From an optimization exercise on the open Yosys and OpenROAD flow, aimed at small area, a short achievable clock period and few clock cycles; shortcuts taken in it are not production practice. Function was not checked in any run shown here: the RTL went through the layout flow alone. No activity file was given, so power comes from the tool's default toggle rates.

==> flow/design.v <==
module seq_mult(d, done, clk, a, b, go, reset);
  output [63:0] d;
  output reg done;
  input clk;
  input [31:0] a, b;
  input go, reset;
  reg [31:0] m;               
  reg [31:0] q;               
  reg [31:0] hi;              
  reg [3:0] e1, e2, ng;      
  reg ngl;                    
  reg [33:0] s, c;           
  reg [7:0] slo;             
  reg [7:1] clo;             
  reg first;                  
  reg fa0;                    
  reg [2:0] cnt;
  function [11:0] benc(input [8:0] v);
    integer i;
    begin
      for (i = 0; i < 4; i = i + 1) begin
        benc[i] = v[2*i+1] ^ v[2*i];
        benc[4+i] = (v[2*i+2] & ~v[2*i+1] & ~v[2*i]) | (~v[2*i+2] & v[2*i+1] & v[2*i]);
        benc[8+i] = v[2*i+2];
      end
    end
  endfunction
  wire [11:0] enc_go = benc({a[8:1], 1'b0});
  wire [11:0] enc_nx = benc({q[16] & ~(cnt == 3'd2), q[15:8]});
  wire [9:0] lo = slo + {clo, 1'b0} + {ngl, 7'd0};
  wire [1:0] cy = lo[9:8] & {2{~first}};
  wire [33:0] si = {2'd0, m & {32{fa0}}} | s & {34{~first}};
  wire [33:0] ci = {first, 33'd0} | c & {34{~first}};
  wire [32:0] mx = {1'b0, m};
  wire [32:0] m2 = {m, 1'b0};
  wire [32:0] pp0 = (mx & {33{e1[0]}} | m2 & {33{e2[0]}}) ^ {33{ng[0]}};
  wire [32:0] pp1 = (mx & {33{e1[1]}} | m2 & {33{e2[1]}}) ^ {33{ng[1]}};
  wire [32:0] pp2 = (mx & {33{e1[2]}} | m2 & {33{e2[2]}}) ^ {33{ng[2]}};
  wire [32:0] pp3 = (mx & {33{e1[3]}} | m2 & {33{e2[3]}}) ^ {33{ng[3]}};
  wire hs1;
  wire hc2;
  wire hs3;
  wire hc4;
  wire fs5;
  wire fc6;
  wire ft7;
  wire hs8;
  wire hc9;
  wire fs10;
  wire fc11;
  wire ft12;
  wire fs13;
  wire fc14;
  wire ft15;
  wire fs16;
  wire fc17;
  wire ft18;
  wire fs19;
  wire fc20;
  wire ft21;
  wire fs22;
  wire fc23;
  wire ft24;
  wire fs25;
  wire fc26;
  wire ft27;
  wire fs28;
  wire fc29;
  wire ft30;
  wire fs31;
  wire fc32;
  wire ft33;
  wire fs34;
  wire fc35;
  wire ft36;
  wire fs37;
  wire fc38;
  wire ft39;
  wire fs40;
  wire fc41;
  wire ft42;
  wire fs43;
  wire fc44;
  wire ft45;
  wire fs46;
  wire fc47;
  wire ft48;
  wire fs49;
  wire fc50;
  wire ft51;
  wire fs52;
  wire fc53;
  wire ft54;
  wire fs55;
  wire fc56;
  wire ft57;
  wire fs58;
  wire fc59;
  wire ft60;
  wire fs61;
  wire fc62;
  wire ft63;
  wire fs64;
  wire fc65;
  wire ft66;
  wire fs67;
  wire fc68;
  wire ft69;
  wire fs70;
  wire fc71;
  wire ft72;
  wire fs73;
  wire fc74;
  wire ft75;
  wire fs76;
  wire fc77;
  wire ft78;
  wire fs79;
  wire fc80;
  wire ft81;
  wire fs82;
  wire fc83;
  wire ft84;
  wire fs85;
  wire fc86;
  wire ft87;
  wire fs88;
  wire fc89;
  wire ft90;
  wire fs91;
  wire fc92;
  wire ft93;
  wire fs94;
  wire fc95;
  wire ft96;
  wire fs97;
  wire fc98;
  wire ft99;
  wire fs100;
  wire fc101;
  wire ft102;
  wire fs103;
  wire fc104;
  wire ft105;
  wire fs106;
  wire fc107;
  wire ft108;
  wire fs109;
  wire fc110;
  wire ft111;
  wire fs112;
  wire fc113;
  wire ft114;
  wire fs115;
  wire fc116;
  wire ft117;
  wire fs118;
  wire fc119;
  wire ft120;
  wire fs121;
  wire fc122;
  wire ft123;
  wire fs124;
  wire fc125;
  wire ft126;
  wire fs127;
  wire fc128;
  wire ft129;
  wire fs130;
  wire fc131;
  wire ft132;
  wire hs133;
  wire hc134;
  wire hs135;
  wire hc136;
  wire fs137;
  wire fc138;
  wire ft139;
  wire hs140;
  wire hc141;
  wire fs142;
  wire fc143;
  wire ft144;
  wire hs145;
  wire hc146;
  wire fs147;
  wire fc148;
  wire ft149;
  wire fs150;
  wire fc151;
  wire ft152;
  wire fs153;
  wire fc154;
  wire ft155;
  wire fs156;
  wire fc157;
  wire ft158;
  wire fs159;
  wire fc160;
  wire ft161;
  wire fs162;
  wire fc163;
  wire ft164;
  wire fs165;
  wire fc166;
  wire ft167;
  wire fs168;
  wire fc169;
  wire ft170;
  wire fs171;
  wire fc172;
  wire ft173;
  wire fs174;
  wire fc175;
  wire ft176;
  wire fs177;
  wire fc178;
  wire ft179;
  wire fs180;
  wire fc181;
  wire ft182;
  wire fs183;
  wire fc184;
  wire ft185;
  wire fs186;
  wire fc187;
  wire ft188;
  wire fs189;
  wire fc190;
  wire ft191;
  wire fs192;
  wire fc193;
  wire ft194;
  wire fs195;
  wire fc196;
  wire ft197;
  wire fs198;
  wire fc199;
  wire ft200;
  wire fs201;
  wire fc202;
  wire ft203;
  wire fs204;
  wire fc205;
  wire ft206;
  wire fs207;
  wire fc208;
  wire ft209;
  wire fs210;
  wire fc211;
  wire ft212;
  wire fs213;
  wire fc214;
  wire ft215;
  wire fs216;
  wire fc217;
  wire ft218;
  wire fs219;
  wire fc220;
  wire ft221;
  wire fs222;
  wire fc223;
  wire ft224;
  wire fs225;
  wire fc226;
  wire ft227;
  wire fs228;
  wire fc229;
  wire ft230;
  wire fs231;
  wire fc232;
  wire ft233;
  wire fs234;
  wire fc235;
  wire ft236;
  wire fs237;
  wire fc238;
  wire ft239;
  wire fs240;
  wire fc241;
  wire ft242;
  wire fs243;
  wire fc244;
  wire ft245;
  wire fs246;
  wire fc247;
  wire ft248;
  wire fs249;
  wire fc250;
  wire ft251;
  wire fs252;
  wire fc253;
  wire ft254;
  wire fs255;
  wire fc256;
  wire ft257;
  wire fs258;
  wire fc259;
  wire ft260;
  wire fs261;
  wire fc262;
  wire ft263;
  wire fs264;
  wire fc265;
  wire ft266;
  wire fs267;
  wire fc268;
  wire ft269;
  wire fs270;
  wire fc271;
  wire ft272;
  wire fs273;
  wire fc274;
  wire ft275;
  wire fs276;
  wire fc277;
  wire ft278;
  wire fs279;
  wire fc280;
  wire ft281;
  wire fs282;
  wire fc283;
  wire ft284;
  wire fs285;
  wire fc286;
  wire ft287;
  wire hs288;
  wire hc289;
  wire fs290;
  wire fc291;
  wire ft292;
  wire hs293;
  wire hc294;
  wire hs295;
  wire hc296;
  wire fs297;
  wire fc298;
  wire ft299;
  wire fs300;
  wire fc301;
  wire ft302;
  wire fs303;
  wire fc304;
  wire ft305;
  wire fs306;
  wire fc307;
  wire ft308;
  wire fs309;
  wire fc310;
  wire ft311;
  wire fs312;
  wire fc313;
  wire ft314;
  wire fs315;
  wire fc316;
  wire ft317;
  wire fs318;
  wire fc319;
  wire ft320;
  wire fs321;
  wire fc322;
  wire ft323;
  wire fs324;
  wire fc325;
  wire ft326;
  wire fs327;
  wire fc328;
  wire ft329;
  wire fs330;
  wire fc331;
  wire ft332;
  wire fs333;
  wire fc334;
  wire ft335;
  wire fs336;
  wire fc337;
  wire ft338;
  wire fs339;
  wire fc340;
  wire ft341;
  wire fs342;
  wire fc343;
  wire ft344;
  wire fs345;
  wire fc346;
  wire ft347;
  wire fs348;
  wire fc349;
  wire ft350;
  wire fs351;
  wire fc352;
  wire ft353;
  wire fs354;
  wire fc355;
  wire ft356;
  wire fs357;
  wire fc358;
  wire ft359;
  wire fs360;
  wire fc361;
  wire ft362;
  wire fs363;
  wire fc364;
  wire ft365;
  wire fs366;
  wire fc367;
  wire ft368;
  wire fs369;
  wire fc370;
  wire ft371;
  wire fs372;
  wire fc373;
  wire ft374;
  wire fs375;
  wire fc376;
  wire ft377;
  wire fs378;
  wire fc379;
  wire ft380;
  wire fs381;
  wire fc382;
  wire ft383;
  wire fs384;
  wire fc385;
  wire ft386;
  wire fs387;
  wire fc388;
  wire ft389;
  wire fs390;
  wire fc391;
  wire ft392;
  wire fs393;
  wire fc394;
  wire ft395;
  wire fs396;
  wire fc397;
  wire ft398;
  wire fs399;
  wire fc400;
  wire ft401;
  wire fs402;
  wire fc403;
  wire ft404;
  wire fs405;
  wire fc406;
  wire ft407;
  wire fs408;
  wire fc409;
  wire ft410;
  wire fs411;
  wire fc412;
  wire ft413;
  wire hs414;
  wire hc415;
  wire hs416;
  wire hc417;
  assign hs1 = ci[4] ^ si[4];
  assign hc2 = hs1 ? 1'b0 : ci[4];
  assign hs3 = ng[2] ^ ci[5];
  assign hc4 = hs3 ? 1'b0 : ng[2];
  assign ft7 = ci[6] ^ si[6];
  assign fs5 = ft7 ^ pp0[5];
  assign fc6 = ft7 ? pp0[5] : ci[6];
  assign hs8 = pp1[3] ^ pp2[1];
  assign hc9 = hs8 ? 1'b0 : pp1[3];
  assign ft12 = ci[7] ^ si[7];
  assign fs10 = ft12 ^ pp0[6];
  assign fc11 = ft12 ? pp0[6] : ci[7];
  assign ft15 = ci[8] ^ si[8];
  assign fs13 = ft15 ^ pp0[7];
  assign fc14 = ft15 ? pp0[7] : ci[8];
  assign ft18 = pp1[5] ^ pp2[3];
  assign fs16 = ft18 ^ pp3[1];
  assign fc17 = ft18 ? pp3[1] : pp1[5];
  assign ft21 = ci[9] ^ si[9];
  assign fs19 = ft21 ^ pp0[8];
  assign fc20 = ft21 ? pp0[8] : ci[9];
  assign ft24 = ci[10] ^ si[10];
  assign fs22 = ft24 ^ pp0[9];
  assign fc23 = ft24 ? pp0[9] : ci[10];
  assign ft27 = pp1[7] ^ pp2[5];
  assign fs25 = ft27 ^ pp3[3];
  assign fc26 = ft27 ? pp3[3] : pp1[7];
  assign ft30 = ci[11] ^ si[11];
  assign fs28 = ft30 ^ pp0[10];
  assign fc29 = ft30 ? pp0[10] : ci[11];
  assign ft33 = ci[12] ^ si[12];
  assign fs31 = ft33 ^ pp0[11];
  assign fc32 = ft33 ? pp0[11] : ci[12];
  assign ft36 = pp1[9] ^ pp2[7];
  assign fs34 = ft36 ^ pp3[5];
  assign fc35 = ft36 ? pp3[5] : pp1[9];
  assign ft39 = ci[13] ^ si[13];
  assign fs37 = ft39 ^ pp0[12];
  assign fc38 = ft39 ? pp0[12] : ci[13];
  assign ft42 = ci[14] ^ si[14];
  assign fs40 = ft42 ^ pp0[13];
  assign fc41 = ft42 ? pp0[13] : ci[14];
  assign ft45 = pp1[11] ^ pp2[9];
  assign fs43 = ft45 ^ pp3[7];
  assign fc44 = ft45 ? pp3[7] : pp1[11];
  assign ft48 = ci[15] ^ si[15];
  assign fs46 = ft48 ^ pp0[14];
  assign fc47 = ft48 ? pp0[14] : ci[15];
  assign ft51 = ci[16] ^ si[16];
  assign fs49 = ft51 ^ pp0[15];
  assign fc50 = ft51 ? pp0[15] : ci[16];
  assign ft54 = pp1[13] ^ pp2[11];
  assign fs52 = ft54 ^ pp3[9];
  assign fc53 = ft54 ? pp3[9] : pp1[13];
  assign ft57 = ci[17] ^ si[17];
  assign fs55 = ft57 ^ pp0[16];
  assign fc56 = ft57 ? pp0[16] : ci[17];
  assign ft60 = ci[18] ^ si[18];
  assign fs58 = ft60 ^ pp0[17];
  assign fc59 = ft60 ? pp0[17] : ci[18];
  assign ft63 = pp1[15] ^ pp2[13];
  assign fs61 = ft63 ^ pp3[11];
  assign fc62 = ft63 ? pp3[11] : pp1[15];
  assign ft66 = ci[19] ^ si[19];
  assign fs64 = ft66 ^ pp0[18];
  assign fc65 = ft66 ? pp0[18] : ci[19];
  assign ft69 = ci[20] ^ si[20];
  assign fs67 = ft69 ^ pp0[19];
  assign fc68 = ft69 ? pp0[19] : ci[20];
  assign ft72 = pp1[17] ^ pp2[15];
  assign fs70 = ft72 ^ pp3[13];
  assign fc71 = ft72 ? pp3[13] : pp1[17];
  assign ft75 = ci[21] ^ si[21];
  assign fs73 = ft75 ^ pp0[20];
  assign fc74 = ft75 ? pp0[20] : ci[21];
  assign ft78 = ci[22] ^ si[22];
  assign fs76 = ft78 ^ pp0[21];
  assign fc77 = ft78 ? pp0[21] : ci[22];
  assign ft81 = pp1[19] ^ pp2[17];
  assign fs79 = ft81 ^ pp3[15];
  assign fc80 = ft81 ? pp3[15] : pp1[19];
  assign ft84 = ci[23] ^ si[23];
  assign fs82 = ft84 ^ pp0[22];
  assign fc83 = ft84 ? pp0[22] : ci[23];
  assign ft87 = ci[24] ^ si[24];
  assign fs85 = ft87 ^ pp0[23];
  assign fc86 = ft87 ? pp0[23] : ci[24];
  assign ft90 = pp1[21] ^ pp2[19];
  assign fs88 = ft90 ^ pp3[17];
  assign fc89 = ft90 ? pp3[17] : pp1[21];
  assign ft93 = ci[25] ^ si[25];
  assign fs91 = ft93 ^ pp0[24];
  assign fc92 = ft93 ? pp0[24] : ci[25];
  assign ft96 = ci[26] ^ si[26];
  assign fs94 = ft96 ^ pp0[25];
  assign fc95 = ft96 ? pp0[25] : ci[26];
  assign ft99 = pp1[23] ^ pp2[21];
  assign fs97 = ft99 ^ pp3[19];
  assign fc98 = ft99 ? pp3[19] : pp1[23];
  assign ft102 = ci[27] ^ si[27];
  assign fs100 = ft102 ^ pp0[26];
  assign fc101 = ft102 ? pp0[26] : ci[27];
  assign ft105 = ci[28] ^ si[28];
  assign fs103 = ft105 ^ pp0[27];
  assign fc104 = ft105 ? pp0[27] : ci[28];
  assign ft108 = pp1[25] ^ pp2[23];
  assign fs106 = ft108 ^ pp3[21];
  assign fc107 = ft108 ? pp3[21] : pp1[25];
  assign ft111 = ci[29] ^ si[29];
  assign fs109 = ft111 ^ pp0[28];
  assign fc110 = ft111 ? pp0[28] : ci[29];
  assign ft114 = ci[30] ^ si[30];
  assign fs112 = ft114 ^ pp0[29];
  assign fc113 = ft114 ? pp0[29] : ci[30];
  assign ft117 = pp1[27] ^ pp2[25];
  assign fs115 = ft117 ^ pp3[23];
  assign fc116 = ft117 ? pp3[23] : pp1[27];
  assign ft120 = ci[31] ^ si[31];
  assign fs118 = ft120 ^ pp0[30];
  assign fc119 = ft120 ? pp0[30] : ci[31];
  assign ft123 = ci[32] ^ si[32];
  assign fs121 = ft123 ^ pp0[31];
  assign fc122 = ft123 ? pp0[31] : ci[32];
  assign ft126 = pp1[29] ^ pp2[27];
  assign fs124 = ft126 ^ pp3[25];
  assign fc125 = ft126 ? pp3[25] : pp1[29];
  assign ft129 = ci[33] ^ si[33];
  assign fs127 = ft129 ^ pp1[30];
  assign fc128 = ft129 ? pp1[30] : ci[33];
  assign ft132 = ~ng[0] ^ pp0[32];
  assign fs130 = ft132 ^ pp1[31];
  assign fc131 = ft132 ? pp1[31] : ~ng[0];
  assign hs133 = pp2[29] ^ pp3[27];
  assign hc134 = hs133 ? 1'b0 : pp2[29];
  assign hs135 = ~ng[1] ^ pp1[32];
  assign hc136 = hs135 ? 1'b0 : ~ng[1];
  assign ft139 = ng[0] ^ ci[1];
  assign fs137 = ft139 ^ si[1];
  assign fc138 = ft139 ? si[1] : ng[0];
  assign hs140 = ci[2] ^ si[2];
  assign hc141 = hs140 ? 1'b0 : ci[2];
  assign ft144 = ng[1] ^ ci[3];
  assign fs142 = ft144 ^ si[3];
  assign fc143 = ft144 ? si[3] : ng[1];
  assign hs145 = pp0[2] ^ pp1[0];
  assign hc146 = hs145 ? 1'b0 : pp0[2];
  assign ft149 = pp0[3] ^ pp1[1];
  assign fs147 = ft149 ^ hs1;
  assign fc148 = ft149 ? hs1 : pp0[3];
  assign ft152 = si[5] ^ pp0[4];
  assign fs150 = ft152 ^ pp1[2];
  assign fc151 = ft152 ? pp1[2] : si[5];
  assign ft155 = pp2[0] ^ hc2;
  assign fs153 = ft155 ^ hs3;
  assign fc154 = ft155 ? hs3 : pp2[0];
  assign ft158 = hc4 ^ hs8;
  assign fs156 = ft158 ^ fs5;
  assign fc157 = ft158 ? fs5 : hc4;
  assign ft161 = pp1[4] ^ pp2[2];
  assign fs159 = ft161 ^ pp3[0];
  assign fc160 = ft161 ? pp3[0] : pp1[4];
  assign ft164 = hc9 ^ fc6;
  assign fs162 = ft164 ^ fs10;
  assign fc163 = ft164 ? fs10 : hc9;
  assign ft167 = fc11 ^ fs13;
  assign fs165 = ft167 ^ fs16;
  assign fc166 = ft167 ? fs16 : fc11;
  assign ft170 = pp1[6] ^ pp2[4];
  assign fs168 = ft170 ^ pp3[2];
  assign fc169 = ft170 ? pp3[2] : pp1[6];
  assign ft173 = fc14 ^ fc17;
  assign fs171 = ft173 ^ fs19;
  assign fc172 = ft173 ? fs19 : fc14;
  assign ft176 = fc20 ^ fs22;
  assign fs174 = ft176 ^ fs25;
  assign fc175 = ft176 ? fs25 : fc20;
  assign ft179 = pp1[8] ^ pp2[6];
  assign fs177 = ft179 ^ pp3[4];
  assign fc178 = ft179 ? pp3[4] : pp1[8];
  assign ft182 = fc23 ^ fc26;
  assign fs180 = ft182 ^ fs28;
  assign fc181 = ft182 ? fs28 : fc23;
  assign ft185 = fc29 ^ fs31;
  assign fs183 = ft185 ^ fs34;
  assign fc184 = ft185 ? fs34 : fc29;
  assign ft188 = pp1[10] ^ pp2[8];
  assign fs186 = ft188 ^ pp3[6];
  assign fc187 = ft188 ? pp3[6] : pp1[10];
  assign ft191 = fc32 ^ fc35;
  assign fs189 = ft191 ^ fs37;
  assign fc190 = ft191 ? fs37 : fc32;
  assign ft194 = fc38 ^ fs40;
  assign fs192 = ft194 ^ fs43;
  assign fc193 = ft194 ? fs43 : fc38;
  assign ft197 = pp1[12] ^ pp2[10];
  assign fs195 = ft197 ^ pp3[8];
  assign fc196 = ft197 ? pp3[8] : pp1[12];
  assign ft200 = fc41 ^ fc44;
  assign fs198 = ft200 ^ fs46;
  assign fc199 = ft200 ? fs46 : fc41;
  assign ft203 = fc47 ^ fs49;
  assign fs201 = ft203 ^ fs52;
  assign fc202 = ft203 ? fs52 : fc47;
  assign ft206 = pp1[14] ^ pp2[12];
  assign fs204 = ft206 ^ pp3[10];
  assign fc205 = ft206 ? pp3[10] : pp1[14];
  assign ft209 = fc50 ^ fc53;
  assign fs207 = ft209 ^ fs55;
  assign fc208 = ft209 ? fs55 : fc50;
  assign ft212 = fc56 ^ fs58;
  assign fs210 = ft212 ^ fs61;
  assign fc211 = ft212 ? fs61 : fc56;
  assign ft215 = pp1[16] ^ pp2[14];
  assign fs213 = ft215 ^ pp3[12];
  assign fc214 = ft215 ? pp3[12] : pp1[16];
  assign ft218 = fc59 ^ fc62;
  assign fs216 = ft218 ^ fs64;
  assign fc217 = ft218 ? fs64 : fc59;
  assign ft221 = fc65 ^ fs67;
  assign fs219 = ft221 ^ fs70;
  assign fc220 = ft221 ? fs70 : fc65;
  assign ft224 = pp1[18] ^ pp2[16];
  assign fs222 = ft224 ^ pp3[14];
  assign fc223 = ft224 ? pp3[14] : pp1[18];
  assign ft227 = fc68 ^ fc71;
  assign fs225 = ft227 ^ fs73;
  assign fc226 = ft227 ? fs73 : fc68;
  assign ft230 = fc74 ^ fs76;
  assign fs228 = ft230 ^ fs79;
  assign fc229 = ft230 ? fs79 : fc74;
  assign ft233 = pp1[20] ^ pp2[18];
  assign fs231 = ft233 ^ pp3[16];
  assign fc232 = ft233 ? pp3[16] : pp1[20];
  assign ft236 = fc77 ^ fc80;
  assign fs234 = ft236 ^ fs82;
  assign fc235 = ft236 ? fs82 : fc77;
  assign ft239 = fc83 ^ fs85;
  assign fs237 = ft239 ^ fs88;
  assign fc238 = ft239 ? fs88 : fc83;
  assign ft242 = pp1[22] ^ pp2[20];
  assign fs240 = ft242 ^ pp3[18];
  assign fc241 = ft242 ? pp3[18] : pp1[22];
  assign ft245 = fc86 ^ fc89;
  assign fs243 = ft245 ^ fs91;
  assign fc244 = ft245 ? fs91 : fc86;
  assign ft248 = fc92 ^ fs94;
  assign fs246 = ft248 ^ fs97;
  assign fc247 = ft248 ? fs97 : fc92;
  assign ft251 = pp1[24] ^ pp2[22];
  assign fs249 = ft251 ^ pp3[20];
  assign fc250 = ft251 ? pp3[20] : pp1[24];
  assign ft254 = fc95 ^ fc98;
  assign fs252 = ft254 ^ fs100;
  assign fc253 = ft254 ? fs100 : fc95;
  assign ft257 = fc101 ^ fs103;
  assign fs255 = ft257 ^ fs106;
  assign fc256 = ft257 ? fs106 : fc101;
  assign ft260 = pp1[26] ^ pp2[24];
  assign fs258 = ft260 ^ pp3[22];
  assign fc259 = ft260 ? pp3[22] : pp1[26];
  assign ft263 = fc104 ^ fc107;
  assign fs261 = ft263 ^ fs109;
  assign fc262 = ft263 ? fs109 : fc104;
  assign ft266 = fc110 ^ fs112;
  assign fs264 = ft266 ^ fs115;
  assign fc265 = ft266 ? fs115 : fc110;
  assign ft269 = pp1[28] ^ pp2[26];
  assign fs267 = ft269 ^ pp3[24];
  assign fc268 = ft269 ? pp3[24] : pp1[28];
  assign ft272 = fc113 ^ fc116;
  assign fs270 = ft272 ^ fs118;
  assign fc271 = ft272 ? fs118 : fc113;
  assign ft275 = fc119 ^ fs121;
  assign fs273 = ft275 ^ fs124;
  assign fc274 = ft275 ? fs124 : fc119;
  assign ft278 = pp2[28] ^ pp3[26];
  assign fs276 = ft278 ^ ~pp0[32];
  assign fc277 = ft278 ? ~pp0[32] : pp2[28];
  assign ft281 = fc122 ^ fc125;
  assign fs279 = ft281 ^ fs127;
  assign fc280 = ft281 ? fs127 : fc122;
  assign ft284 = hs133 ^ fc128;
  assign fs282 = ft284 ^ fs130;
  assign fc283 = ft284 ? fs130 : hs133;
  assign ft287 = pp2[30] ^ pp3[28];
  assign fs285 = ft287 ^ ~pp1[32];
  assign fc286 = ft287 ? ~pp1[32] : pp2[30];
  assign hs288 = hc134 ^ fc131;
  assign hc289 = hs288 ? 1'b0 : hc134;
  assign ft292 = pp2[31] ^ pp3[29];
  assign fs290 = ft292 ^ hs135;
  assign fc291 = ft292 ? hs135 : pp2[31];
  assign hs293 = pp3[30] ^ ~pp2[32];
  assign hc294 = hs293 ? 1'b0 : pp3[30];
  assign hs295 = ~ng[2] ^ pp2[32];
  assign hc296 = hs295 ? 1'b0 : ~ng[2];
  assign ft299 = ci[0] ^ si[0];
  assign fs297 = ft299 ^ cy[0];
  assign fc298 = ft299 ? cy[0] : ci[0];
  assign ft302 = pp0[0] ^ cy[1];
  assign fs300 = ft302 ^ fs137;
  assign fc301 = ft302 ? fs137 : pp0[0];
  assign ft305 = pp0[1] ^ hs140;
  assign fs303 = ft305 ^ fc138;
  assign fc304 = ft305 ? fc138 : pp0[1];
  assign ft308 = hc141 ^ hs145;
  assign fs306 = ft308 ^ fs142;
  assign fc307 = ft308 ? fs142 : hc141;
  assign ft311 = hc146 ^ fc143;
  assign fs309 = ft311 ^ fs147;
  assign fc310 = ft311 ? fs147 : hc146;
  assign ft314 = fs150 ^ fc148;
  assign fs312 = ft314 ^ fs153;
  assign fc313 = ft314 ? fs153 : fs150;
  assign ft317 = fc151 ^ fc154;
  assign fs315 = ft317 ^ fs156;
  assign fc316 = ft317 ? fs156 : fc151;
  assign ft320 = fs159 ^ fc157;
  assign fs318 = ft320 ^ fs162;
  assign fc319 = ft320 ? fs162 : fs159;
  assign ft323 = fc160 ^ fc163;
  assign fs321 = ft323 ^ fs165;
  assign fc322 = ft323 ? fs165 : fc160;
  assign ft326 = fs168 ^ fc166;
  assign fs324 = ft326 ^ fs171;
  assign fc325 = ft326 ? fs171 : fs168;
  assign ft329 = fc169 ^ fc172;
  assign fs327 = ft329 ^ fs174;
  assign fc328 = ft329 ? fs174 : fc169;
  assign ft332 = fs177 ^ fc175;
  assign fs330 = ft332 ^ fs180;
  assign fc331 = ft332 ? fs180 : fs177;
  assign ft335 = fc178 ^ fc181;
  assign fs333 = ft335 ^ fs183;
  assign fc334 = ft335 ? fs183 : fc178;
  assign ft338 = fs186 ^ fc184;
  assign fs336 = ft338 ^ fs189;
  assign fc337 = ft338 ? fs189 : fs186;
  assign ft341 = fc187 ^ fc190;
  assign fs339 = ft341 ^ fs192;
  assign fc340 = ft341 ? fs192 : fc187;
  assign ft344 = fs195 ^ fc193;
  assign fs342 = ft344 ^ fs198;
  assign fc343 = ft344 ? fs198 : fs195;
  assign ft347 = fc196 ^ fc199;
  assign fs345 = ft347 ^ fs201;
  assign fc346 = ft347 ? fs201 : fc196;
  assign ft350 = fs204 ^ fc202;
  assign fs348 = ft350 ^ fs207;
  assign fc349 = ft350 ? fs207 : fs204;
  assign ft353 = fc205 ^ fc208;
  assign fs351 = ft353 ^ fs210;
  assign fc352 = ft353 ? fs210 : fc205;
  assign ft356 = fs213 ^ fc211;
  assign fs354 = ft356 ^ fs216;
  assign fc355 = ft356 ? fs216 : fs213;
  assign ft359 = fc214 ^ fc217;
  assign fs357 = ft359 ^ fs219;
  assign fc358 = ft359 ? fs219 : fc214;
  assign ft362 = fs222 ^ fc220;
  assign fs360 = ft362 ^ fs225;
  assign fc361 = ft362 ? fs225 : fs222;
  assign ft365 = fc223 ^ fc226;
  assign fs363 = ft365 ^ fs228;
  assign fc364 = ft365 ? fs228 : fc223;
  assign ft368 = fs231 ^ fc229;
  assign fs366 = ft368 ^ fs234;
  assign fc367 = ft368 ? fs234 : fs231;
  assign ft371 = fc232 ^ fc235;
  assign fs369 = ft371 ^ fs237;
  assign fc370 = ft371 ? fs237 : fc232;
  assign ft374 = fs240 ^ fc238;
  assign fs372 = ft374 ^ fs243;
  assign fc373 = ft374 ? fs243 : fs240;
  assign ft377 = fc241 ^ fc244;
  assign fs375 = ft377 ^ fs246;
  assign fc376 = ft377 ? fs246 : fc241;
  assign ft380 = fs249 ^ fc247;
  assign fs378 = ft380 ^ fs252;
  assign fc379 = ft380 ? fs252 : fs249;
  assign ft383 = fc250 ^ fc253;
  assign fs381 = ft383 ^ fs255;
  assign fc382 = ft383 ? fs255 : fc250;
  assign ft386 = fs258 ^ fc256;
  assign fs384 = ft386 ^ fs261;
  assign fc385 = ft386 ? fs261 : fs258;
  assign ft389 = fc259 ^ fc262;
  assign fs387 = ft389 ^ fs264;
  assign fc388 = ft389 ? fs264 : fc259;
  assign ft392 = fs267 ^ fc265;
  assign fs390 = ft392 ^ fs270;
  assign fc391 = ft392 ? fs270 : fs267;
  assign ft395 = fc268 ^ fc271;
  assign fs393 = ft395 ^ fs273;
  assign fc394 = ft395 ? fs273 : fc268;
  assign ft398 = fs276 ^ fc274;
  assign fs396 = ft398 ^ fs279;
  assign fc397 = ft398 ? fs279 : fs276;
  assign ft401 = fc277 ^ fc280;
  assign fs399 = ft401 ^ fs282;
  assign fc400 = ft401 ? fs282 : fc277;
  assign ft404 = fs285 ^ hs288;
  assign fs402 = ft404 ^ fc283;
  assign fc403 = ft404 ? fc283 : fs285;
  assign ft407 = fc286 ^ hc289;
  assign fs405 = ft407 ^ fs290;
  assign fc406 = ft407 ? fs290 : fc286;
  assign ft410 = hc136 ^ hs293;
  assign fs408 = ft410 ^ fc291;
  assign fc409 = ft410 ? fc291 : hc136;
  assign ft413 = pp3[31] ^ hc294;
  assign fs411 = ft413 ^ hs295;
  assign fc412 = ft413 ? hs295 : pp3[31];
  assign hs414 = ~pp3[32] ^ hc296;
  assign hc415 = hs414 ? 1'b0 : ~pp3[32];
  assign hs416 = ~ng[3] ^ pp3[32];
  assign hc417 = hs416 ? 1'b0 : ~ng[3];
  wire [41:0] ts = {hc417, hs416, hs414, fs411, fc406, fs405, fc400, fc397, fc394, fc391, fc388, fc385, fc382, fc379, fc376, fc373, fc370, fc367, fc364, fc361, fc358, fc355, fc352, fc349, fc346, fc343, fc340, fc337, fc334, fc331, fc328, fc325, fc322, fc319, fc316, fc313, fc310, fc307, fc304, fc301, fc298, fs297};
  wire [41:0] tc = {1'b0, hc415, fc412, fc409, fs408, fc403, fs402, fs399, fs396, fs393, fs390, fs387, fs384, fs381, fs378, fs375, fs372, fs369, fs366, fs363, fs360, fs357, fs354, fs351, fs348, fs345, fs342, fs339, fs336, fs333, fs330, fs327, fs324, fs321, fs318, fs315, fs312, fs309, fs306, fs303, fs300, 1'b0};
  wire [39:0] xa = {s[31:0], slo};
  wire [39:0] xb = {c[31:0], clo, 1'b0};
  genvar gi;
  wire [39:0] kp0 = xa ^ xb;
  wire [39:0] kg0;
  generate
    for (gi = 0; gi < 40; gi = gi + 1) begin : kl0
      assign kg0[gi] = kp0[gi] ? 1'b0 : xa[gi];
    end
  endgenerate
  wire [39:0] kg1, kp1;
  assign kg1[0] = kg0[0];
  assign kp1[0] = kp0[0];
  generate
    for (gi = 1; gi < 40; gi = gi + 1) begin : kl1
      assign kg1[gi] = xa[gi] & xb[gi] | xa[gi] & xa[gi-1] & xb[gi-1] | xb[gi] & xa[gi-1] & xb[gi-1];
      assign kp1[gi] = (xa[gi] | xb[gi]) & (xa[gi-1] | xb[gi-1]);
    end
  endgenerate
  wire [39:0] kg2 = kg1 | (kp1 & {kg1[37:0], 2'd0});
  wire [39:0] kp2 = kp1 & {kp1[37:0], 2'd0};
  wire [39:0] kg3 = kg2 | (kp2 & {kg2[35:0], 4'd0});
  wire [39:0] kp3 = kp2 & {kp2[35:0], 4'd0};
  wire [39:0] kg4 = kg3 | (kp3 & {kg3[31:0], 8'd0});
  wire [39:0] kp4 = kp3 & {kp3[31:0], 8'd0};
  wire [39:0] kg5 = kg4 | (kp4 & {kg4[23:0], 16'd0});
  wire [39:0] kp5 = kp4 & {kp4[23:0], 16'd0};
  wire [39:0] kg6 = kg5 | (kp5 & {kg5[7:0], 32'd0});
  wire [39:0] kp6 = kp5 & {kp5[7:0], 32'd0};
  wire [39:0] sum = kp0 ^ {kg6[38:0], 1'b0};
  always @(posedge clk, posedge reset)
    if (reset)
      done <= 1'b0;
    else if (go)
      done <= 1'b0;
    else if (cnt == 3'd4)
      done <= 1'b1;
  always @(posedge clk)
    if (go) begin
      first <= 1'b1;
      fa0 <= a[0];
      cnt <= 3'd0;
      m <= b;
      q <= a;
      {ng, e2, e1} <= enc_go;
    end else begin
      first <= 1'b0;
      fa0 <= 1'b0;
      {ng, e2, e1} <= enc_nx;
      if (!done) begin
        cnt <= cnt + 3'd1;
        q <= {lo[7:0], q[31:8]};
      end
    end
  always @(posedge clk) begin
    s <= ts[41:8];
    c <= tc[41:8];
    slo <= ts[7:0];
    clo <= tc[7:1];
    ngl <= ng[3];
    if (!done && cnt == 3'd4)
      hi <= sum[39:8];
  end
  assign d = {hi, q};
endmodule
==> flow/run.sh <==
#!/bin/bash
# synth_recipe.tcl (not shown) runs the flow's synth.tcl, then flattens the netlist and writes it again
# the make line also repeats each setting of config.mk as NAME=value (left out here)
make -C /OpenROAD-flow-scripts/flow DESIGN_CONFIG=/design/flow/config.mk WORK_HOME=/design/flow/orfs CLKGATE_MAP_FILE= SYNTH_SCRIPT=/design/flow/synth_recipe.tcl finish
==> flow/config.mk <==
export PLATFORM = sky130hd
export DESIGN_NAME = seq_mult
export DESIGN_NICKNAME = seq_mult
export VERILOG_FILES = /design/flow/design.v
export SDC_FILE = /design/flow/constraint.sdc
export NUM_CORES = 4
export LEC_CHECK = 0
export CAP_MARGIN = 20
export CORE_MARGIN = 2
export CORE_UTILIZATION = 40
export PLACE_DENSITY = 0.6
export SETUP_SLACK_MARGIN = 0.3
export SLEW_MARGIN = 20
==> flow/constraint.sdc <==
create_clock -name core_clock -period 3.3 [get_ports {clk}]
set_input_delay 0.6600 -clock core_clock [delete_from_list [all_inputs] [get_ports {clk}]]
set_output_delay 0.6600 -clock core_clock [all_outputs]
set_load 0.01 [all_outputs]
==> run summary, run 1 <==
The max-capacitance violation count is 0. The worst clock skew is ~11 ps. The number of sinks driven by the clock tree came out at 197. The first global-routing pass estimated ~71 mm of wire. The net count after synthesis is 1944.

The worst-case clock buffer depth is 2. The number of global-route vias before repair is about 13k. The worst setup path is of the register to register kind. After floorplanning, the core was sized to cover between 30000 and 40000 um2. The count of final hold-check violations came to 0. Summed over all failing endpoints, the final setup total negative slack is 0 ps. The cell area after synthesis is 16270 um2. Setup repair after global routing left no endpoint under its margin. TritonCTS built the clock tree.

Dividing the final minimum period by the clock period gives 85.24%. 0 antenna diodes ended up in the layout. The kind of start point of the critical path is a register. Summing over every cut layer, the via total after detailed routing is 13.02k. The flow ran to the end and the layout has no timing, DRC or antenna violations. The library cell used most frequently in the layout, excluding fill and tap cells, is sky130_fd_sc_hd__xnor2_1. The share of the yosys chip area belonging to registers came out at between 30% and 40%.

The count of port buffers added during placement is roughly 130. The max-slew headroom at the worst pin is 33.78%. The HPWL reported at the end of detailed placement came out at 34.21 mm.

The clock period could shrink to approximately 2800 ps. Using the TritonRoute via totals, the vias-per-cell ratio works out to 5.422. The power after layout is around 22 mW. The number of flip-flops and latches in the synthesized netlist is about 200. The share of post-route cells with drive strength above 1 came out at 8.209%. The length of the first detailed-routing pass in iterations came out at 5. The power density over cell area is roughly 1200 nW/um2. Of all flip-flops after synthesis, the portion carrying an async set or reset was 0.5076%. From bottom edge to top edge, the die measures between 200 and 250 um. The aggregate global-route resource usage came out at 21.51%. The final setup violation count came out at 0. The clock latency on the worst-skew pair is roughly 460 ps. The remaining routing DRC violations is 0. The quantity of hold-fixing buffers added after cts came out at 0.

The count of unique library cells instantiated by Yosys is 76. The class of the worst hold path is primary input to asynchronous set/reset pin. The final-stage net count is between 2k and 2.5k. STA puts the critical path data required time at 3500 ps. The total CTS buffers is 17. The count of nets left with antenna violations once routing finished came out at 0. The number of rows created at floorplan came out at 73. The mean instance size in the synthesized netlist came out at slightly above 9 um2.

For this run, the top clock speed supported by timing is approximately 0.36 GHz. The maximum fanout along the worst path came out at 5. The static power due to leakage came out at a little over 7 nW.

Entering global routing, the biggest net connects 65 pins. For the worst setup path, the data arrival time is approximately 3000 ps. The number of warnings reported in the yosys synthesis log is 1.

The number of antenna violations at the first check in global routing is 0. Clock tree synthesis selected as its root buffer the cell sky130_fd_sc_hd__clkbuf_16. The global placement routability congestion came out at roughly 0.86. The clock-pin slew of the registers on the worst-case setup and hold paths is approximately 80 ps. The average wire length per cell after detail routing came out at 18.59 um. The number of pins exceeding their max-slew limit in the final report came to 0. The final global-route overflow total is 0. The type of destination of the critical path is a register. The area growth from synthesis to final layout is 14.46%.

The number of enable-type register cells in the synthesized netlist came out at 96. The most used flip-flop cell after synthesis is sky130_fd_sc_hd__dfxtp_1. The initial core utilization is 40.76%.

The worst supply voltage drop on vdd is about 430 uV. The die area is around 42000 um2. The library cells used most frequently in the layout, excluding fill and tap cells, are sky130_fd_sc_hd__xnor2_1 (316), sky130_fd_sc_hd__nand2_1 (147), sky130_fd_sc_hd__clkdlybuf4s50_1 (130). The post-synthesis instance total came out at 1783. The number of H-tree levels is 4. At the pin with the least slew margin, the transition time is about 990 ps. The violation count after the first detailed-routing iteration came out at around 900. The overall routed net length came out at ~45 mm.

During I/O placement, the number of pins put on the boundary was 132. The floorplan step set the die width to around 210 um.
==> per-stage QoR <==
step / std cells / setup WS [ps] / util, % / instance area [um2] / hold WS, ps
floorplan: 1783 / 719.9 / - / 16270 / 331.9
global placement: 2368 / 426.1 / 45.06 / 17990 / 527.1
detailed placement: 2368 / 357.1 / 45.06 / 17990 / 543.2
CTS: 2400 / 333.2 / 46.60 / 18600 / 303.9
global route: 2401 / 305.2 / 46.65 / 18620 / 324.3
finish: 2401 / 487.0 / 46.65 / 18620 / 329.6
==> cells by family after synthesis <==
logic type / after synthesis / share of synthesized area, %
and+or+nand+nor: 354 / 9.698
DFF: 197 / 30.18
muxes: 30 / 2.061
adders and majority gates: 163 / 11.61
buffers and inverters: 205 / 5.945
xor gates and xnor gates: 400 / 22.50
AOI/OAI and AO/OA: 434 / 18.00
==> path summary, 6_finish.rpt <==
check / depth (start not counted) / slack (ps) / startpoint / end
min in group core_clock: 2 / 550 / cnt[0]$_SDFFE_PP0N_ / cnt[0]$_SDFFE_PP0N_
max in group asynchronous: 2 / 2880 / reset / done$_DFFE_PP0P_
min: 2 / 330 / reset / done$_DFFE_PP0P_
max: 11 / 490 / c[4]$_DFF_P_ / hi[21]$_DFFE_PP_
max reg2reg: 11 / 490 / c[4]$_DFF_P_ / hi[21]$_DFFE_PP_
min reg2reg: 2 / 550 / cnt[0]$_SDFFE_PP0N_ / cnt[0]$_SDFFE_PP0N_
==> Yosys cell counts, types with 4 or more instances <==
| master | n | share of area [%] |
|---|---|---|
| sky130_fd_sc_hd__buf_4 | 25 | 1.2 |
| sky130_fd_sc_hd__o31a_1 | 11 | 0.59 |
| sky130_fd_sc_hd__nor3_1 | 22 | 0.68 |
| sky130_fd_sc_hd__and3_1 | 6 | 0.23 |
| sky130_fd_sc_hd__a32oi_1 | 8 | 0.43 |
| sky130_fd_sc_hd__ha_1 | 92 | 7.1 |
| sky130_fd_sc_hd__a22oi_1 | 113 | 5.2 |
| sky130_fd_sc_hd__maj3_2 | 6 | 0.42 |
| sky130_fd_sc_hd__inv_2 | 4 | 0.092 |
| sky130_fd_sc_hd__o31ai_1 | 9 | 0.42 |
| sky130_fd_sc_hd__a31oi_1 | 17 | 0.65 |
| sky130_fd_sc_hd__edfxtp_1 | 96 | 18 |
| sky130_fd_sc_hd__buf_6 | 5 | 0.35 |
| sky130_fd_sc_hd__dfxtp_1 | 100 | 12 |
| sky130_fd_sc_hd__a21oi_1 | 80 | 2.5 |
| sky130_fd_sc_hd__and2_1 | 5 | 0.19 |
| sky130_fd_sc_hd__o21ai_1 | 7 | 0.22 |
| sky130_fd_sc_hd__o21bai_1 | 6 | 0.28 |
| sky130_fd_sc_hd__or2_2 | 7 | 0.27 |
| sky130_fd_sc_hd__inv_1 | 102 | 2.4 |
| sky130_fd_sc_hd__xor2_1 | 64 | 3.4 |
| sky130_fd_sc_hd__maj3_1 | 63 | 3.9 |
| sky130_fd_sc_hd__nand3_1 | 5 | 0.15 |
| sky130_fd_sc_hd__xnor2_1 | 316 | 17 |
| sky130_fd_sc_hd__clkbuf_1 | 15 | 0.35 |
| sky130_fd_sc_hd__nor4_1 | 9 | 0.35 |
| sky130_fd_sc_hd__nand2_1 | 147 | 3.4 |
| sky130_fd_sc_hd__nor2_1 | 107 | 2.5 |
| sky130_fd_sc_hd__o211ai_1 | 6 | 0.28 |
| sky130_fd_sc_hd__a22oi_2 | 12 | 0.92 |
| sky130_fd_sc_hd__mux2_2 | 28 | 1.9 |
| sky130_fd_sc_hd__a211o_1 | 4 | 0.22 |
| sky130_fd_sc_hd__nand2b_1 | 23 | 0.88 |
| sky130_fd_sc_hd__xnor2_2 | 19 | 1.9 |
| sky130_fd_sc_hd__a211oi_1 | 8 | 0.37 |
| sky130_fd_sc_hd__o21ai_0 | 106 | 3.3 |
| sky130_fd_sc_hd__buf_2 | 49 | 1.5 |
| sky130_fd_sc_hd__o211a_1 | 11 | 0.68 |
| sky130_fd_sc_hd__a21o_1 | 8 | 0.37 |
==> routing by layer <==
layer | share of wire, % | GRT usage [%] | vias to the layer above | wire [um]
met5 | 0 | 0 | - | 0
met4 | 1.6 | 5.961 | 0 | 726
met3 | 6.8 | 4.435 | 39 | 3025
met2 | 44 | 33.65 | 373 | 19700
met1 | 47 | 29.93 | 6222 | 21190
li1 | - | - | 6385 | -
==> sequential cells by signal, summed over array words and instances (netlist names) <==
signal,flops
s,34
c,33
hi,32
m,32
q,32
slo,8
clo,7
e1,4
e2,4
ng,4
cnt,3
done,1
fa0,1
first,1
ngl,1
==> critical path, stage by stage (launching register included) <==
cell and delay (ps):
sky130_fd_sc_hd__dfxtp_1 390, sky130_fd_sc_hd__inv_1 80, sky130_fd_sc_hd__ha_1 240, sky130_fd_sc_hd__nor4_2 320, sky130_fd_sc_hd__inv_1 90, sky130_fd_sc_hd__a31oi_1 240, sky130_fd_sc_hd__o2111ai_1 280, sky130_fd_sc_hd__a211oi_2 250
sky130_fd_sc_hd__buf_4 170, sky130_fd_sc_hd__a21oi_2 100, sky130_fd_sc_hd__o31ai_1 290, sky130_fd_sc_hd__xor2_1 100
==> what timing repair did <==
| item | 4_1_cts | 5_1_grt |
|---|---|---|
| endpoints found under the setup margin | 0 | 11 |
| resized for setup | 0 | 4 |
| buffers inserted | 0 | 1 |
==> final cells by class <==
| type | count | area [um2] |
|---|---|---|
| fill | 3846 | 21290 |
| multi-input combinational | 1381 | 10410 |
| sequential | 197 | 4917 |
| timing repair buffer | 159 | 1619 |
| tap | 525 | 656.9 |
| clock buffer | 19 | 432.9 |
| inverter | 107 | 401.6 |
| clock inverter | 13 | 180.2 |
==> power breakdown <==
group          internal, mW  total, mW  switching (mW)
Clock                  1.27       2.26           0.990
Sequential             3.84       4.92            1.08
Combinational          6.80       14.6            7.84
==> run 2: changes to the inputs <==
--- a/flow/design.v
+++ b/flow/design.v
@@ -9,3 +9,3 @@
   reg [31:0] hi;              
-  reg [3:0] e1, e2, ng;      
+  reg [3:0] e1r, e2r, ngr;   
   reg ngl;                    
@@ -14,4 +14,2 @@
   reg [7:1] clo;             
-  reg first;                  
-  reg fa0;                    
   reg [2:0] cnt;
@@ -28,9 +26,13 @@
   wire [11:0] enc_go = benc({a[8:1], 1'b0});
+  wire [11:0] enc_go1 = benc(a[16:8]);
   wire [11:0] enc_nx = benc({q[16] & ~(cnt == 3'd2), q[15:8]});
+  wire [3:0] e1, e2, ng;
+  assign {ng, e2, e1} = go ? enc_go : {ngr, e2r, e1r};
+  wire [31:0] mm = go ? b : m;
   wire [9:0] lo = slo + {clo, 1'b0} + {ngl, 7'd0};
-  wire [1:0] cy = lo[9:8] & {2{~first}};
-  wire [33:0] si = {2'd0, m & {32{fa0}}} | s & {34{~first}};
-  wire [33:0] ci = {first, 33'd0} | c & {34{~first}};
-  wire [32:0] mx = {1'b0, m};
-  wire [32:0] m2 = {m, 1'b0};
+  wire [1:0] cy = lo[9:8] & {2{~go}};
+  wire [33:0] si = {2'd0, b & {32{go & a[0]}}} | s & {34{~go}};
+  wire [33:0] ci = {go, 33'd0} | c & {34{~go}};
+  wire [32:0] mx = {1'b0, mm};
+  wire [32:0] m2 = {mm, 1'b0};
   wire [32:0] pp0 = (mx & {33{e1[0]}} | m2 & {33{e2[0]}}) ^ {33{ng[0]}};
@@ -885,11 +887,4 @@
   endgenerate
-  wire [39:0] kg1, kp1;
-  assign kg1[0] = kg0[0];
-  assign kp1[0] = kp0[0];
-  generate
-    for (gi = 1; gi < 40; gi = gi + 1) begin : kl1
-      assign kg1[gi] = xa[gi] & xb[gi] | xa[gi] & xa[gi-1] & xb[gi-1] | xb[gi] & xa[gi-1] & xb[gi-1];
-      assign kp1[gi] = (xa[gi] | xb[gi]) & (xa[gi-1] | xb[gi-1]);
-    end
-  endgenerate
+  wire [39:0] kg1 = kg0 | (kp0 & {kg0[38:0], 1'd0});
+  wire [39:0] kp1 = kp0 & {kp0[38:0], 1'd0};
   wire [39:0] kg2 = kg1 | (kp1 & {kg1[37:0], 2'd0});
@@ -914,12 +909,8 @@
     if (go) begin
-      first <= 1'b1;
-      fa0 <= a[0];
-      cnt <= 3'd0;
+      cnt <= 3'd1;
       m <= b;
-      q <= a;
-      {ng, e2, e1} <= enc_go;
+      q <= {lo[7:0], a[31:8]};
+      {ngr, e2r, e1r} <= enc_go1;
     end else begin
-      first <= 1'b0;
-      fa0 <= 1'b0;
-      {ng, e2, e1} <= enc_nx;
+      {ngr, e2r, e1r} <= enc_nx;
       if (!done) begin
@@ -935,3 +926,3 @@
     ngl <= ng[3];
-    if (!done && cnt == 3'd4)
+    if (!go && !done && cnt == 3'd4)
       hi <= sum[39:8];
==> run summary, run 2 <==
The path depth of the worst reg2reg path is 12 (was 11). The max-slew headroom at the worst pin came to 58.87% (was 33.78%). The average wire length per cell after detail routing came out at 19.02 um (was 18.59 um). The aggregate global-route resource usage came out at 23.78% (was 21.51%). The number of flip-flops and latches in the synthesized netlist is 195 (was 197). The post-synthesis mux area share is 5.665% (was 2.061%). The cell area after synthesis came out at 16060 um2 (was 16270 um2). Registers with the most flip-flops: s: 34 flops, c: 33 flops (unchanged). The routed via count is 13.66k (was 13.02k). The remaining antenna violation count was 0 (unchanged). The flip-flop count of the largest register, all copies and words added is 34 (unchanged). The antenna diode count is 0 (unchanged). The highest attainable clock frequency came to 0.3191 GHz (was 0.3555 GHz). The worst supply voltage drop on vdd was 396.4 uV (was 429.6 uV).

The synthesized-area fraction occupied by xor and xnor cells is 26.12% (was 22.50%). The minimum clock period is 3134 ps (was 2813 ps). The arrival time of the worst setup path is 3360 ps (was 3010 ps). The pin count of the biggest net entering global routing is 38 (was 65). The area of all sequential standard cells is 4561 um2 (was 4917 um2). The static power due to leakage is 8.646 nW (was 7.068 nW). The number of enable-type register cells in the synthesized netlist is 64 (was 96). The master cell of the clock root buffer is sky130_fd_sc_hd__clkbuf_16 (unchanged). The number of vias per cell after detailed routing came out at 5.295 (was 5.422). The overall routed net length is 49.07 mm (was 44.64 mm). The quantity of hold-fixing buffers added after cts came out at 0 (unchanged). Commonest cells in the synthesized netlist: sky130_fd_sc_hd__xnor2_1 (348), sky130_fd_sc_hd__dfxtp_1 (130), sky130_fd_sc_hd__nand2_1 (107), sky130_fd_sc_hd__xor2_1 (94) (was sky130_fd_sc_hd__xnor2_1 (316), sky130_fd_sc_hd__nand2_1 (147), sky130_fd_sc_hd__a22oi_1 (113), sky130_fd_sc_hd__nor2_1 (107), sky130_fd_sc_hd__o21ai_0 (106)). The share of post-route cells with drive strength above 1 is 28.32% (was 8.209%). The clock-pin slew of the registers on the worst-case setup and hold paths came out at 80 ps (about the same). The final worst slack is 166.0 ps (was 487.0 ps).

The fraction of the mapped netlist area in compound gates is 14.94% (was 18.00%). The top flip-flop cell by instance count after synthesis is sky130_fd_sc_hd__dfxtp_1 (unchanged). The number of H-tree levels came out at 4 (unchanged). The total CTS buffers is 17 (unchanged). The slew at the pin with the worst max-slew slack was 610.5 ps (was 993.3 ps). The remaining routing DRC violations is 0 (unchanged). The final setup violation count is 0 (unchanged). The most common cell after layout, fill and taps aside is sky130_fd_sc_hd__xnor2_1 (unchanged).

The register with the highest flop count is s (unchanged). The final cycle utilization of the critical path is 94.97% (was 85.24%). The worst setup timing slack at the placement stage came to -357.1 ps (was 357.1 ps). The class of the worst hold path was primary input to asynchronous set/reset pin (unchanged).

The final-stage net count came out at 2171 (was 2024). The worst-case clock buffer depth is 2 (unchanged). The final design instance area without fill came out at 21450 um2 (was 18620 um2). The post-synthesis instance total came out at 1657 (was 1783). The share of the core filled with cells is 54.12% (was 46.65%).

The fraction of post-synthesis cell area in the top cell type by area came to 18.98% (was 17.72%). The layout filler cell count is 3557 (was 3846). The timing endpoint of the critical path is hi[30]$_DFFE_PP_ (was hi[21]$_DFFE_PP_).

The CTS tree is yes (unchanged). The main combinational cell family by area after synthesis is XOR/XNOR gates (unchanged). The final global-route overflow total was 0 (unchanged). The area share of fa/ha/maj cells after synthesis came out at 12.05% (was 11.61%). The startpoint of the worst setup timing path was c[13]$_DFF_P_ (was c[4]$_DFF_P_).

The share of the yosys chip area belonging to registers is 28.33% (was 30.18%). Largest cells by area after synthesis: sky130_fd_sc_hd__xnor2_1 (19%), sky130_fd_sc_hd__dfxtp_1 (16%), sky130_fd_sc_hd__edfxtp_1 (12%) (was sky130_fd_sc_hd__edfxtp_1 (18%), sky130_fd_sc_hd__xnor2_1 (17%), sky130_fd_sc_hd__dfxtp_1 (12%)). The kind of start point of the critical path is a register (unchanged). The number of pins exceeding their max-slew limit in the final report is 0 (unchanged). The worst clock skew came out at 15.08 ps (was 10.85 ps). The power density over cell area came out at 1145 nW/um2 (was 1172 nW/um2). The simple-gate area share of the yosys netlist came out at 8.594% (was 9.698%). The area growth from synthesis to final layout is 33.61% (was 14.46%). The area of the multi-input gates is 11330 um2 (was 10410 um2).

The initial core utilization is 40.51% (was 40.76%). The global-route wire length before repair came to 76.62 mm (was 70.79 mm). The critical setup path kind was register to register (unchanged). The clock latency on the worst-skew pair was 480 ps (was 460 ps). Most frequent cells in the layout: sky130_fd_sc_hd__xnor2_1 (331), sky130_fd_sc_hd__buf_4 (274), sky130_fd_sc_hd__clkdlybuf4s50_1 (122) (was sky130_fd_sc_hd__xnor2_1 (316), sky130_fd_sc_hd__nand2_1 (147), sky130_fd_sc_hd__clkdlybuf4s50_1 (130)).

The mean instance size in the synthesized netlist came out at 9.691 um2 (was 9.125 um2). Status: complete, no violations (unchanged). The HPWL reported at the end of detailed placement came out at 35.89 mm (was 34.21 mm).

The number of sinks driven by the clock tree came out at 195 (was 197). The worst path required time was 3520 ps (was 3500 ps). The startpoint of the worst register-to-register path is c[13]$_DFF_P_ (was c[4]$_DFF_P_). The count of unique library cells instantiated by Yosys is 78 (was 76). The number of warnings reported in the yosys synthesis log is 1 (unchanged).

The die height is 204.4 um (was 205.7 um). The number of rows created at floorplan came to 73 (unchanged). The max-capacitance violation count came out at 0 (unchanged). The die extent in x came to 204.4 um (was 205.7 um). The share of async-settable or async-resettable flops after synthesis is 0.5128% (was 0.5076%). The cell with the most instances after synthesis is sky130_fd_sc_hd__xnor2_1 (unchanged). The total negative setup slack was 0 ps (unchanged).

The internal reg-to-reg setup slack is 170 ps (was 490 ps). The post-placement cell area was 20070 um2 (was 17990 um2). The global placement routability congestion came out at 0.8592 (was 0.8572). The count of port buffers added during placement came out at 131 (unchanged).

The core area came to 39640 um2 (was 39910 um2). The net count after synthesis came to 1786 (was 1944). The terminus of the critical flop-to-flop path is hi[30]$_DFFE_PP_ (was hi[21]$_DFFE_PP_). The die area is 41760 um2 (was 42300 um2).

The count of final hold-check violations came out at 0 (unchanged). The maximum fanout along the worst path is 3 (was 5). RSZ-0062 raised after global routing: yes (was no). The violation count after the first detailed-routing iteration is 912 (was 891). The type of destination of the critical path is a register (unchanged). The cell accounting for the most synthesized area is sky130_fd_sc_hd__xnor2_1 (was sky130_fd_sc_hd__edfxtp_1).

The length of the first detailed-routing pass in iterations came to 5 (unchanged). The number of antenna violations at the first check in global routing is 1 (was 0). The top-level I/O count is 132 (unchanged). The number of global-route vias before repair is 13.69k (was 12.70k).
[run 2: what timing repair did]
action                     in CTS  in global routing
pin swaps                      36                 36
resized for setup              76                 29
setup buffers                  15                  7
setup endpoints to repair      54                 52
cloned                          7                  0
[run 2: worst min path at each step]
stage | start | end | slack [ps]
3_5_place_dp | slo[0]$_DFF_P_ | q[24]$_DFFE_PP_ | 390
6_report | reset | done$_DFFE_PP0P_ | 300
4_1_cts | reset | done$_DFFE_PP0P_ | 290
2_1_floorplan | reset | done$_DFFE_PP0P_ | 390
5_1_grt | reset | done$_DFFE_PP0P_ | 300
3_3_place_gp | slo[0]$_DFF_P_ | q[24]$_DFFE_PP_ | 390
[run 2: worst max-delay path, stage by stage (launching register included)]
cell	delay (ps)
sky130_fd_sc_hd__dfxtp_2	350
sky130_fd_sc_hd__ha_4	270
sky130_fd_sc_hd__mux2_4	290
sky130_fd_sc_hd__a211o_1	280
sky130_fd_sc_hd__a311oi_2	340
sky130_fd_sc_hd__o21ai_1	140
sky130_fd_sc_hd__or3b_4	400
sky130_fd_sc_hd__a41oi_4	200
sky130_fd_sc_hd__buf_12	160
sky130_fd_sc_hd__o31ai_4	60
sky130_fd_sc_hd__buf_4	140
sky130_fd_sc_hd__mux2i_1	150
sky130_fd_sc_hd__xnor2_1	90
[run 2: power breakdown]
| part | internal (mW) | leakage (nW) | switching, mW |
|---|---|---|---|
| Clock | 1.04 | 0.277 | 1.04 |
| Sequential | 3.79 | 1.74 | 0.803 |
| Combinational | 9.32 | 6.63 | 8.58 |
[run 2: cell families (layout without fill, tap and decap cells)]
kind of cell	count (synthesis)	count (layout)
AO/OA/AOI/OAI	327	327
adder cells (fa/ha/maj)	173	173
multiplexers	74	75
AND/OR/NAND/NOR	288	288
flip-flops	195	195
buffers and inverters	139	536
XOR/XNOR	461	461
[run 2: routing by layer]
layer  GRT usage [%]  wire, um
met1           30.62     22130
met5               0        13
met4           7.350      1071
met2           40.79     23800
met3           3.651      2052
[run 2: cell type report]
class	count	share of cell area, %
Inverter	59	1.032
Clock buffer	19	2.164
Multi-Input combinational cell	1324	52.79
Timing Repair Buffer	445	19.25
Clock inverter	13	0.4491
Tap cell	525	3.062
Sequential cell	195	21.26
[run 2: through the flow]
step	total power, mW	hold WS [ps]	std cells
6_report	24.57	304.2	2580
5_1_grt	26.36	303.7	2580
4_1_cts	24.12	290.7	2573
3_5_place_dp	20.98	390.6	2519
3_3_place_gp	20.70	389.7	2519
2_1_floorplan	15.54	385.5	1657
==> run 3: changes to the inputs <==
--- a/flow/config.mk
+++ b/flow/config.mk
@@ -11,3 +11,2 @@
 export PLACE_DENSITY = 0.6
-export SETUP_SLACK_MARGIN = 0.3
 export SLEW_MARGIN = 20
==> run summary, run 3 <==
The share of post-route cells with drive strength above 1 is 22.12% (was 28.32%). The top-level I/O count was 132 (unchanged). The worst supply voltage drop on vdd came out at 374.1 uV (was 396.4 uV). The type of destination of the critical path is a register (unchanged). The total CTS buffers is 17 (unchanged). The clock-pin slew of the registers on the worst-case setup and hold paths is 80 ps (about the same).

The cell area after synthesis is 16060 um2 (unchanged). The area of all sequential standard cells came out at 4549 um2 (was 4561 um2). The average wire length per cell after detail routing came out at 18.35 um (was 19.02 um). The number of vias per cell after detailed routing was 5.289 (was 5.295).

The pin count of the biggest net entering global routing came to 38 (unchanged). The count of port buffers added during placement is 131 (unchanged). The clock latency on the worst-skew pair came to 470 ps (was 480 ps). The routed via count is 13.30k (was 13.66k). Registers with the most flip-flops: s: 34 flops, c: 33 flops (unchanged). The count of final hold-check violations came out at 0 (unchanged). The quantity of hold-fixing buffers added after cts is 0 (unchanged). The max-slew headroom at the worst pin came out at 64.27% (was 58.87%). The share of the core filled with cells is 51.40% (was 54.12%).

The number of global-route vias before repair is 13.21k (was 13.69k). The internal reg-to-reg setup slack is 70 ps (was 170 ps). The final design instance area without fill is 20380 um2 (was 21450 um2). Most frequent cells in the layout: sky130_fd_sc_hd__xnor2_1 (346), sky130_fd_sc_hd__buf_4 (230), sky130_fd_sc_hd__dfxtp_1 (130) (was sky130_fd_sc_hd__xnor2_1 (331), sky130_fd_sc_hd__buf_4 (274), sky130_fd_sc_hd__clkdlybuf4s50_1 (122)).

The area of the multi-input gates came out at 10970 um2 (was 11330 um2). The die extent in x came out at 204.4 um (unchanged). The global placement routability congestion is 0.8589 (was 0.8592). The area growth from synthesis to final layout came out at 26.89% (was 33.61%). RSZ-0062 raised after global routing: yes (unchanged). Critical path cell sequence: ha_4 > mux2_1 > a211o_1 > a311oi_2 > o21ai_1 > or3b_4 > a41oi_4 > buf_6 > nor3_4 > o311a_1 (was ha_4 > mux2_4 > a211o_1 > a311oi_2 > o21ai_1 > or3b_4 > a41oi_4 > buf_12 > o31ai_4 > buf_4 > mux2i_1 > xnor2_1). The worst path required time came out at 3510 ps (was 3520 ps). The global-route wire length before repair is 72.48 mm (was 76.62 mm).

The kind of start point of the critical path was a register (unchanged). The worst-case clock buffer depth was 2 (unchanged). The core area came out at 39640 um2 (unchanged). The power density over cell area is 1134 nW/um2 (was 1145 nW/um2).

The delay of the slowest critical-path stage is 420 ps (was 400 ps). The highest attainable clock frequency came out at 0.3092 GHz (was 0.3191 GHz). The number of antenna violations at the first check in global routing came out at 1 (unchanged).

The top flip-flop cell by instance count after synthesis is sky130_fd_sc_hd__dfxtp_1 (unchanged). The number of enable-type register cells in the synthesized netlist is 64 (unchanged). The minimum clock period came out at 3234 ps (was 3134 ps). The flip-flop count of the largest register, all copies and words added was 34 (unchanged). The number of warnings reported in the yosys synthesis log is 1 (unchanged).

The overall routed net length is 46.14 mm (was 49.07 mm). The most common cell after layout, fill and taps aside is sky130_fd_sc_hd__xnor2_1 (unchanged). The master cell of the clock root buffer is sky130_fd_sc_hd__clkbuf_16 (unchanged).

The worst setup timing slack at the placement stage is -367.7 ps (was -357.1 ps). The number of sinks driven by the clock tree is 195 (unchanged). The violation count after the first detailed-routing iteration is 715 (was 912). The mean instance size in the synthesized netlist is 9.691 um2 (unchanged). The number of rows created at floorplan is 73 (unchanged). The CTS tree is yes (unchanged). The final worst slack came out at 65.62 ps (was 166.0 ps). The initial core utilization came out at 40.51% (unchanged).

The final setup violation count is 0 (unchanged). The die area came out at 41760 um2 (unchanged). The fraction of post-synthesis cell area in the top cell type by area came out at 18.98% (unchanged). The register with the highest flop count is s (unchanged). The max-capacitance violation count is 0 (unchanged). Commonest cells in the synthesized netlist: sky130_fd_sc_hd__xnor2_1 (348), sky130_fd_sc_hd__dfxtp_1 (130), sky130_fd_sc_hd__nand2_1 (107), sky130_fd_sc_hd__xor2_1 (94) (unchanged). The cell with the most instances after synthesis is sky130_fd_sc_hd__xnor2_1 (unchanged).

The length of the first detailed-routing pass in iterations was 5 (unchanged). The layout filler cell count is 3661 (was 3557). The arrival time of the worst setup path is 3440 ps (was 3360 ps). The final cycle utilization of the critical path came out at 98.01% (was 94.97%).

The slew at the pin with the worst max-slew slack came out at 532.2 ps (was 610.5 ps). The static power due to leakage was 8.042 nW (was 8.646 nW). The number of flip-flops and latches in the synthesized netlist came out at 195 (unchanged). The HPWL reported at the end of detailed placement came to 35.34 mm (was 35.89 mm). The final-stage net count was 2105 (was 2171). The share of async-settable or async-resettable flops after synthesis was 0.5128% (unchanged). The class of the worst hold path is primary input to asynchronous set/reset pin (unchanged). The critical setup path kind is register to register (unchanged). The net count after synthesis came out at 1786 (unchanged).

The final global-route overflow total came out at 0 (unchanged). The remaining routing DRC violations came out at 0 (unchanged). The aggregate global-route resource usage is 22.31% (was 23.78%). The post-synthesis instance total came out at 1657 (unchanged). The count of unique library cells instantiated by Yosys is 78 (unchanged). The remaining antenna violation count was 0 (unchanged). The number of H-tree levels came to 4 (unchanged). The number of pins exceeding their max-slew limit in the final report is 0 (unchanged).

The maximum fanout along the worst path is 3 (unchanged). The critical-path cell with the highest stage delay was sky130_fd_sc_hd__dfxtp_1 (was sky130_fd_sc_hd__or3b_4). The post-placement cell area came out at 19670 um2 (was 20070 um2).

The cell accounting for the most synthesized area is sky130_fd_sc_hd__xnor2_1 (unchanged). Largest cells by area after synthesis: sky130_fd_sc_hd__xnor2_1 (19%), sky130_fd_sc_hd__dfxtp_1 (16%), sky130_fd_sc_hd__edfxtp_1 (12%) (unchanged). The die height came to 204.4 um (unchanged). The worst clock skew is 14.58 ps (was 15.08 ps). Status: complete, no violations (unchanged). The share of the yosys chip area belonging to registers is 28.33% (unchanged).
-- run 3: cell types whose count changed in the layout (fill, tap and decap cells not counted), sizes merged --
| cell | delta |
|---|---|
| buf | -63 |
| clkdlybuf4s50 | +7 |
| dlygate4sd2 | -6 |
| clkbuf | -3 |
| bufbuf | -2 |
| clkinv | -2 |
| inv | +2 |
| bufinv | +1 |
| diode | +1 |
| dlymetal6s2s | +1 |
| mux2 | -1 |
-- run 3: through the flow --
| stage | total power [mW] | instances | TNS (ps) | hold WS (ps) |
|---|---|---|---|---|
| final | 23.11 | 2515 | 0 | 320.5 |
| after global routing | 24.88 | 2514 | -83.21 | 330.3 |
| after CTS | 22.86 | 2513 | 0 | 307.5 |
| after detailed placement | 20.59 | 2481 | -16590 | 395.6 |
| after global placement | 20.29 | 2481 | -13110 | 390.0 |
| after floorplan | 15.46 | 1657 | 0 | 385.5 |
-- run 3: per-layer routing --
metal,GRT usage [%],wire [um],part of all wire (%)
met5,0,0,0
met4,5.875,793,1.7
met1,28.92,20720,45
met3,4.225,2113,4.6
met2,37.92,22520,49
-- run 3: power breakdown --
part,leakage (nW),switching [mW],internal (mW)
Clock,0.279,1.04,1.07
Sequential,1.74,0.716,3.77
Combinational,6.03,8.15,8.36
Total,8.04,9.91,13.2
-- run 3: final timing paths --
| path | cells past startpoint | end | startpoint |
|---|---|---|---|
| worst max-delay path | 10 | hi[28]$_DFFE_PP_ | s[13]$_DFF_P_ |
| worst min-delay path | 2 | done$_DFFE_PP0P_ | reset |
| worst max register to register | 10 | hi[28]$_DFFE_PP_ | s[13]$_DFF_P_ |
| worst min register to register | 0 | q[24]$_DFFE_PP_ | slo[0]$_DFF_P_ |
| max in group asynchronous | 2 | done$_DFFE_PP0P_ | reset |
| min in group core_clock | 0 | q[24]$_DFFE_PP_ | slo[0]$_DFF_P_ |
-- run 3: cell type report --
cell class                      count  share of cell area, %
Tap cell                          525                  3.224
Inverter                           59                  1.087
Multi-Input combinational cell   1323                  53.83
Clock inverter                     14                 0.7062
Timing Repair Buffer              380                  16.71
Sequential cell                   195                  22.33
Antenna cell                        1                0.01228
Clock buffer                       18                  2.106
-- run 3: cells by family (layout without fill, tap and decap cells) --
family          Yosys count  in the layout  synth area share [%]
xor+xnor                461            461                 26.12
compound gates          327            327                 14.94
simple gates            288            288                 8.594
flops                   195            195                 28.33
fa+ha+maj               173            173                 12.05
buf+inv                 139            471                 4.293
mux                      74             74                 5.665
other cells               0              1                     0
-- run 3: repair_timing --
action	CTS	global route
pin swaps	0	5
resized for setup	2	25
setup endpoints to repair	4	15
setup buffers	0	1
-- run 3: worst max-delay path: cells and delay by family, from the launching register on --
family / cells / cell delay (ps)
flip-flops: 1 / 420
AO/OA/AOI/OAI: 5 / 1420
adder cells (fa/ha/maj): 1 / 240
multiplexers: 1 / 310
AND/OR/NAND/NOR: 2 / 430
buffers and inverters: 1 / 160

[re-timing with driven ports]
Ports are ideal in the flow. The routed layouts listed here were re-timed in OpenROAD.
Step 1: set_driving_cell puts a clkbuf_16 on clk and a buf_2 on each other input, an assumption about the parent block.
Step 2 moves the port delays by t, midway between the first and last clock arrival at a register: inputs arrive t later, outputs are due t later. That takes back most of the time a late clock gives input paths.
a / b / c = ideal / step 1 / step 2; a / b = the first two.
run | shift t [ns] | setup slack, ns | worst slew at a driven data input, ns
run 1 | 0.512 | 0.487 / 0.487 / 0.487 | 0.07
run 2 | 0.529 | 0.166 / 0.166 / -0.158 | 0.08
run 3 | 0.512 | 0.066 / 0.066 / -0.428 | 0.08
Met with ideal ports but missed after step 2: setup timing in run 2 and run 3. The setup slack of run 3, which loses most, moves by 0.000 ns with the drivers and by -0.494 ns with both steps.
